Source: an optimization exercise on an open RTL-to-GDS flow (aim: small area, a short achievable clock period and few clock cycles per item). Production flows keep margins and buffers that such runs may drop.
In this exercise RTL edits were held to simulation tests only and were not proved equivalent to the original.
Power and IR drop assume default switching activity.

## build 59
==> flow/design.v (excerpt) <==
module Rsa256Core (
	input          i_clk,
	input          i_rst,
	input          i_start,
	input  [255:0] i_a,  
	input  [255:0] i_d,  
	input  [255:0] i_n,
	output [255:0] o_a_pow_d,  
	output         o_finished
);
localparam int W  = 260;    
localparam int NI = 129;    
localparam int J  = 4;      
localparam int RT = W / 2;  
localparam int CL = 132;    
localparam int NS = 4;      
localparam int SW = W / NS;
localparam logic [2:0] P_PRE  = 3'd0;
localparam logic [2:0] P_FIX  = 3'd1;
localparam logic [2:0] P_ONE  = 3'd2;
localparam logic [2:0] P_ZERO = 3'd3;
localparam logic [2:0] P_SQ   = 3'd4;
localparam logic [2:0] P_MUL  = 3'd5;
localparam logic [2:0] P_FIN  = 3'd6;
localparam logic [2:0] S_IDLE  = 3'd0;
localparam logic [2:0] S_ACT   = 3'd1;  
localparam logic [2:0] S_CONV  = 3'd2;  
localparam logic [2:0] S_WAIT  = 3'd3;  
localparam logic [2:0] S_CLEAN = 3'd4;  
logic         Nr1;       
logic [15:0]  Dr;        
logic [256:0] A;         
logic [W-1:0] M;         
logic [W-1:0] S, C;      
logic [2:0] st;
logic [2:0] pk;          
logic [7:0] cnt;         
logic [7:0] cnt1;        
logic [7:0] rc;          
logic [8:0] k;           
logic [7:0] e;           
logic [7:0] cl;          
logic       found, dzero, dvalid;
logic       neg;         
logic       allq;
logic       finish;
logic       mult, one, q1f, q2f;
logic [5:0] ctl [NS];    
logic [5:0] ctl_n;
logic       mq, y10, y11, y20;
logic       cb;          
assign o_finished = finish;
logic [W-1:0] Nw, Aw, Sg, y1, y2, y2s, n1, n2, n2s;
logic [W-1:0] aS, aCr, aC, bS, bCr, bC;
logic [W-1:0] cS, cCr, cC, dS, dCr, dC;
logic [NS-1:0] q1s, q2s;
logic         q1, q2;
for (genvar s = 0; s < NS; s++) begin : g_slice
  ...
Settings: LEC_CHECK=0, ABC_CLOCK_PERIOD_IN_PS=3500, CAP_MARGIN=30, CORE_MARGIN=2, CORE_UTILIZATION=55, SETUP_SLACK_MARGIN=0.6, SLEW_MARGIN=20, SYNTH_HIERARCHICAL=1; clock period 14.0 ns.
standard.sh (not shown) runs the stock make flow with config.mk's settings and CLKGATE_MAP_FILE= SYNTH_SCRIPT=/design/flow/synth_recipe.tcl, a recipe that flattens the netlist after the stock synthesis.
==> flow/flow/run.sh <==
#!/bin/bash
set -euo pipefail
PRE=${PRE:-8.5}
POST=${POST:-10.3}
BUF="BUFFER_PORTS_ARGS=-buffer_cell sky130_fd_sc_hd__buf_2"
bash standard.sh synth > synth.log 2>&1
bash standard.sh SETUP_SLACK_MARGIN=$PRE "$BUF" place > place.log 2>&1
bash standard.sh SETUP_SLACK_MARGIN=$POST "$BUF" finish > finish.log 2>&1
Build 59 completed; timing, DRC and antenna clean
Testbench counts of build 59, summed over its fixed seeds: cycles 1,267,081, items 24.
## Diff of input files: build 93 against build 59
- putting CTS_CLUSTER_SIZE at 20 where nothing was set
- putting CTS_CLUSTER_DIAMETER at 100 where nothing was set
-- flow/flow/run.sh --
<<< build 59, line 4
POST=${POST:-10.3}
>>> build 93, line 4
POST=${POST:-10.0}
--- outcome ---
Via count (build 93 vs. build 59) decreases by a few percent. Build 93 against build 59: worst hold slack after final layout picked up an extra 16 ps; fraction of final layout cells with drive strength greater than 1 fell by 2.0 points. Build 93 ended up with a higher number of diodes than build 59 did. Build 93 vs. build 59: net switching power figure went down by about 8%. Non-clock buffer count for build 93: 1.4% down relative to build 59.
### build 93 -> build 72
- swapping 55 for 65 in CORE_UTILIZATION
- swapping 30 for 15 in CAP_MARGIN
-- flow/flow/run.sh --
<<< build 93, line 4
POST=${POST:-10.0}
BUF="BUFFER_PORTS_ARGS=-buffer_cell sky130_fd_sc_hd__buf_2"
>>> build 72, line 4
POST=${POST:-9.8}
BUF="BUFFER_PORTS_ARGS=-buffer_cell sky130_fd_sc_hd__buf_1"
Notes after the runs:
Build 72 finished all stages; the layout is clean. Diff build 93 -> build 72: static leakage decreased by 4.3 nW relative to the old numbers, maximum frequency from static timing analysis has decreased. NOTE: wire length on met2 in build 72 falls short of that of build 93. In the tables for build 72 and build 93, initial antenna violation count reads lower with build 93. Count of inserted antenna diode cells in build 72 is 13 above build 93. Build 72 vs build 93 on clock period minus worst slack: build 72 is the higher one. Build 72 vs build 93, first-iteration DRC count went up by about 20%.
### build 72 -> build 26
- a change of CAP_MARGIN from 15 to 30
- a change of CORE_UTILIZATION from 65 to 55
-- flow/flow/run.sh --
<<< build 72, line 5
BUF="BUFFER_PORTS_ARGS=-buffer_cell sky130_fd_sc_hd__buf_1"
>>> build 26, line 5
BUF="BUFFER_PORTS_ARGS=-buffer_cell sky130_fd_sc_hd__buf_2"
Findings:
Build 72 reports its end point of the critical path as o_a_pow_d[202] while build 26 reports o_a_pow_d[160].
Global-route wire length before repair ends up lower on build 72.
Sequential share of layout area in build 26 is 0.78 points lower than in build 72
Comparing build 26 against build 72, there is no change at all in synthesized area.
NOTE: vias after detailed routing in build 26 falls short of that of build 72
On fmax, build 26 and build 72 are basically level.

== try-cedar ==
Rsa256Core again, from the RTL that the note above started with.
==> flow/config.mk <==
export PLATFORM = sky130hd
export DESIGN_NAME = Rsa256Core
export DESIGN_NICKNAME = Rsa256Core
export VERILOG_FILES = /design/flow/design.v
export SDC_FILE = /design/flow/constraint.sdc
export NUM_CORES = 4
export LEC_CHECK = 0
export ABC_CLOCK_PERIOD_IN_PS = 3500
export CAP_MARGIN = 30
export CORE_MARGIN = 2
export CORE_UTILIZATION = 65
export CTS_CLUSTER_DIAMETER = 100
export CTS_CLUSTER_SIZE = 20
export SETUP_SLACK_MARGIN = 0.6
export SLEW_MARGIN = 20
export SYNTH_HIERARCHICAL = 1
==> flow/constraint.sdc <==
create_clock -name core_clock -period 14.0 [get_ports {i_clk}]
set_input_delay 2.8000 -clock core_clock [delete_from_list [all_inputs] [get_ports {i_clk}]]
set_output_delay 2.8000 -clock core_clock [all_outputs]
set_load 0.01 [all_outputs]
==> flow/flow/run.sh <==
#!/bin/bash
set -euo pipefail
PRE=${PRE:-8.5}
POST=${POST:-9.8}
BUF="BUFFER_PORTS_ARGS=-buffer_cell sky130_fd_sc_hd__buf_2"
bash standard.sh synth > synth.log 2>&1
bash standard.sh SETUP_SLACK_MARGIN=$PRE "$BUF" place > place.log 2>&1
bash standard.sh SETUP_SLACK_MARGIN=$POST "$BUF" finish > finish.log 2>&1
Testbench counts of try-cedar, summed over its fixed seeds: cycles 1,267,081, items 24.
## Diff of input files: try-tundra against try-cedar
- CORE_UTILIZATION: 65 -> 55
-- flow/flow/run.sh --
<<< try-cedar, line 3
PRE=${PRE:-8.5}
POST=${POST:-9.8}
BUF="BUFFER_PORTS_ARGS=-buffer_cell sky130_fd_sc_hd__buf_2"
>>> try-tundra, line 3
PRE=${PRE:-8.5}
POST=${POST:-10.1}
BUF="BUFFER_PORTS_ARGS=-buffer_cell sky130_fd_sc_hd__buf_2"
## What came out
Compared with try-cedar, cell count after placement in try-tundra increased by a few percent.
Delta (try-tundra minus try-cedar): core utilization went down; power of the combinational group went up.
Finished layout cell area in try-tundra vs try-cedar: up 4600 sq um
Sort try-cedar and try-tundra by worst setup slack, descending, and try-tundra comes first.
Wire length (higher): try-tundra
Going from try-cedar to try-tundra, share of total power in combinational logic up 7.6 points, fmax up 2.9%.
### try-tundra -> try-onyx
-- flow/flow/run.sh --
<<< try-tundra, line 3
PRE=${PRE:-8.5}
POST=${POST:-10.1}
BUF="BUFFER_PORTS_ARGS=-buffer_cell sky130_fd_sc_hd__buf_2"
>>> try-onyx, line 3
PRE=${PRE:-8.5}
POST=${POST:-10.3}
BUF="BUFFER_PORTS_ARGS=-buffer_cell sky130_fd_sc_hd__buf_2"
Re count of cells along the worst register-to-register path: try-tundra was higher than try-onyx.
Diff try-tundra -> try-onyx: final wirelength +about 0.8%; number of antenna cells inserted shows a reduction of 2; post-placement cell area level; cell area went up by about 0.9%; clock network fraction of total power roughly the same.
try-onyx ended with more global-route wire length before repair than try-tundra.
Diff try-tundra -> try-onyx | met3 routed wirelength | increase of 3.7%
Input changes introduced in try-fjord (baseline for comparison: try-onyx):
- CTS_CLUSTER_SIZE no longer set, was 20
- CTS_CLUSTER_DIAMETER no longer set, was 100
-- flow/flow/run.sh --
<<< try-onyx, line 3
PRE=${PRE:-8.5}
POST=${POST:-10.3}
BUF="BUFFER_PORTS_ARGS=-buffer_cell sky130_fd_sc_hd__buf_2"
>>> try-fjord, line 3
PRE=${PRE:-8.5}
POST=${POST:-9.8}
BUF="BUFFER_PORTS_ARGS=-buffer_cell sky130_fd_sc_hd__buf_2"
Results
- Highest clock frequency the design can meet, try-fjord vs try-onyx: down by a few percent
- Changes observed in try-fjord relative to try-onyx: combinational fraction of design power decreased by 12 points relative to the old numbers; leakage power total now sits lower.

Rsa256Core, a different RTL version from the one above (not shown whole).
For scale: roughly 7,200 cells after synthesis, roughly 1,200 flip-flops, ~94,000 sq um of cells after synthesis.
export LEC_CHECK = 0
export ABC_CLOCK_PERIOD_IN_PS = 3500
export CAP_MARGIN = 30
export CORE_MARGIN = 2
export CORE_UTILIZATION = 55
export CTS_CLUSTER_DIAMETER = 100
export CTS_CLUSTER_SIZE = 20
export SETUP_SLACK_MARGIN = 0.6
export SLEW_MARGIN = 20
export SYNTH_HIERARCHICAL = 1
create_clock -name core_clock -period 14.0 [get_ports {i_clk}]
==> flow/flow/run.sh <==
#!/bin/bash
set -euo pipefail
PRE=${PRE:-8.3}
POST=${POST:-9.6}
BUF="BUFFER_PORTS_ARGS=-buffer_cell sky130_fd_sc_hd__buf_2"
bash standard.sh synth > synth.log 2>&1
bash standard.sh SETUP_SLACK_MARGIN=$PRE "$BUF" place > place.log 2>&1
bash standard.sh SETUP_SLACK_MARGIN=$POST "$BUF" finish > finish.log 2>&1
Testbench counts at the start, summed over its fixed seeds: cycles 852,482, items 24.
Then changed:
--- a/flow/flow/run.sh
+++ b/flow/flow/run.sh
@@ -3,4 +3,4 @@
 PRE=${PRE:-8.3}
-POST=${POST:-9.6}
-BUF="BUFFER_PORTS_ARGS=-buffer_cell sky130_fd_sc_hd__buf_2"
+POST=${POST:-9.7}
+BUF="BUFFER_PORTS_ARGS=-buffer_cell sky130_fd_sc_hd__buf_1"
 bash standard.sh synth > synth.log 2>&1
After rerunning: The new run completed without violations. Final area is about the same. Clock-buffer cell count drops by 5. Sequential share of layout area hardly moves. Setup slack gets better by 0.081 ns. Sequential power hardly moves.

[static timing again, ports no longer ideal]
In the flow no input, the clock included, has a driving cell. The finished layouts below were timed again as built, in two steps.
Step 1: set_driving_cell puts a clkbuf_16 on i_clk and a buf_2 on each other input, an assumption about the parent block.
Step 2, shift: input delay + t, output delay - t, t = (earliest + latest rising clock arrival at the registers) / 2. This alone moves slack from input paths to output paths.
a / b / c = no drivers / after step 1 / after step 2; a / b = the first two.
| run | t (ns) | setup slack, ns | clock arrival spread, ns | pins driven straight from the clock port |
|---|---|---|---|---|
| build 59 | 0.869 | 9.816 / 9.724 / 9.378 | 0.029 / 0.028 | 1 |
| build 93 | 0.750 | 9.910 / 9.821 / 9.326 | 0.039 / 0.040 | 1 |
| build 72 | 0.753 | 9.796 / 9.713 / 9.303 | 0.034 / 0.034 | 1 |
| build 26 | 0.748 | 9.794 / 9.707 / 9.304 | 0.040 / 0.040 | 1 |
| try-cedar | 0.746 | 9.791 / 9.712 / 9.169 | 0.039 / 0.039 | 1 |
| try-tundra | 0.750 | 9.907 / 9.818 / 9.286 | 0.039 / 0.039 | 1 |
| try-onyx | 0.752 | 9.905 / 9.813 / 9.368 | 0.037 / 0.037 | 1 |
| try-fjord | 0.863 | 9.817 / 9.726 / 9.284 | 0.030 / 0.030 | 1 |
| the first run of note 3 | 0.807 | 9.518 / 9.468 / 8.661 | 0.043 / 0.043 | 1 |
| the second run of note 3 | 0.802 | 9.599 / 9.521 / 8.719 | 0.047 / 0.048 | 1 |
After both steps every run listed still meets setup and hold. The setup slack of the second run of note 3, which loses most, moves by -0.078 ns with the drivers and by -0.880 ns with both steps.
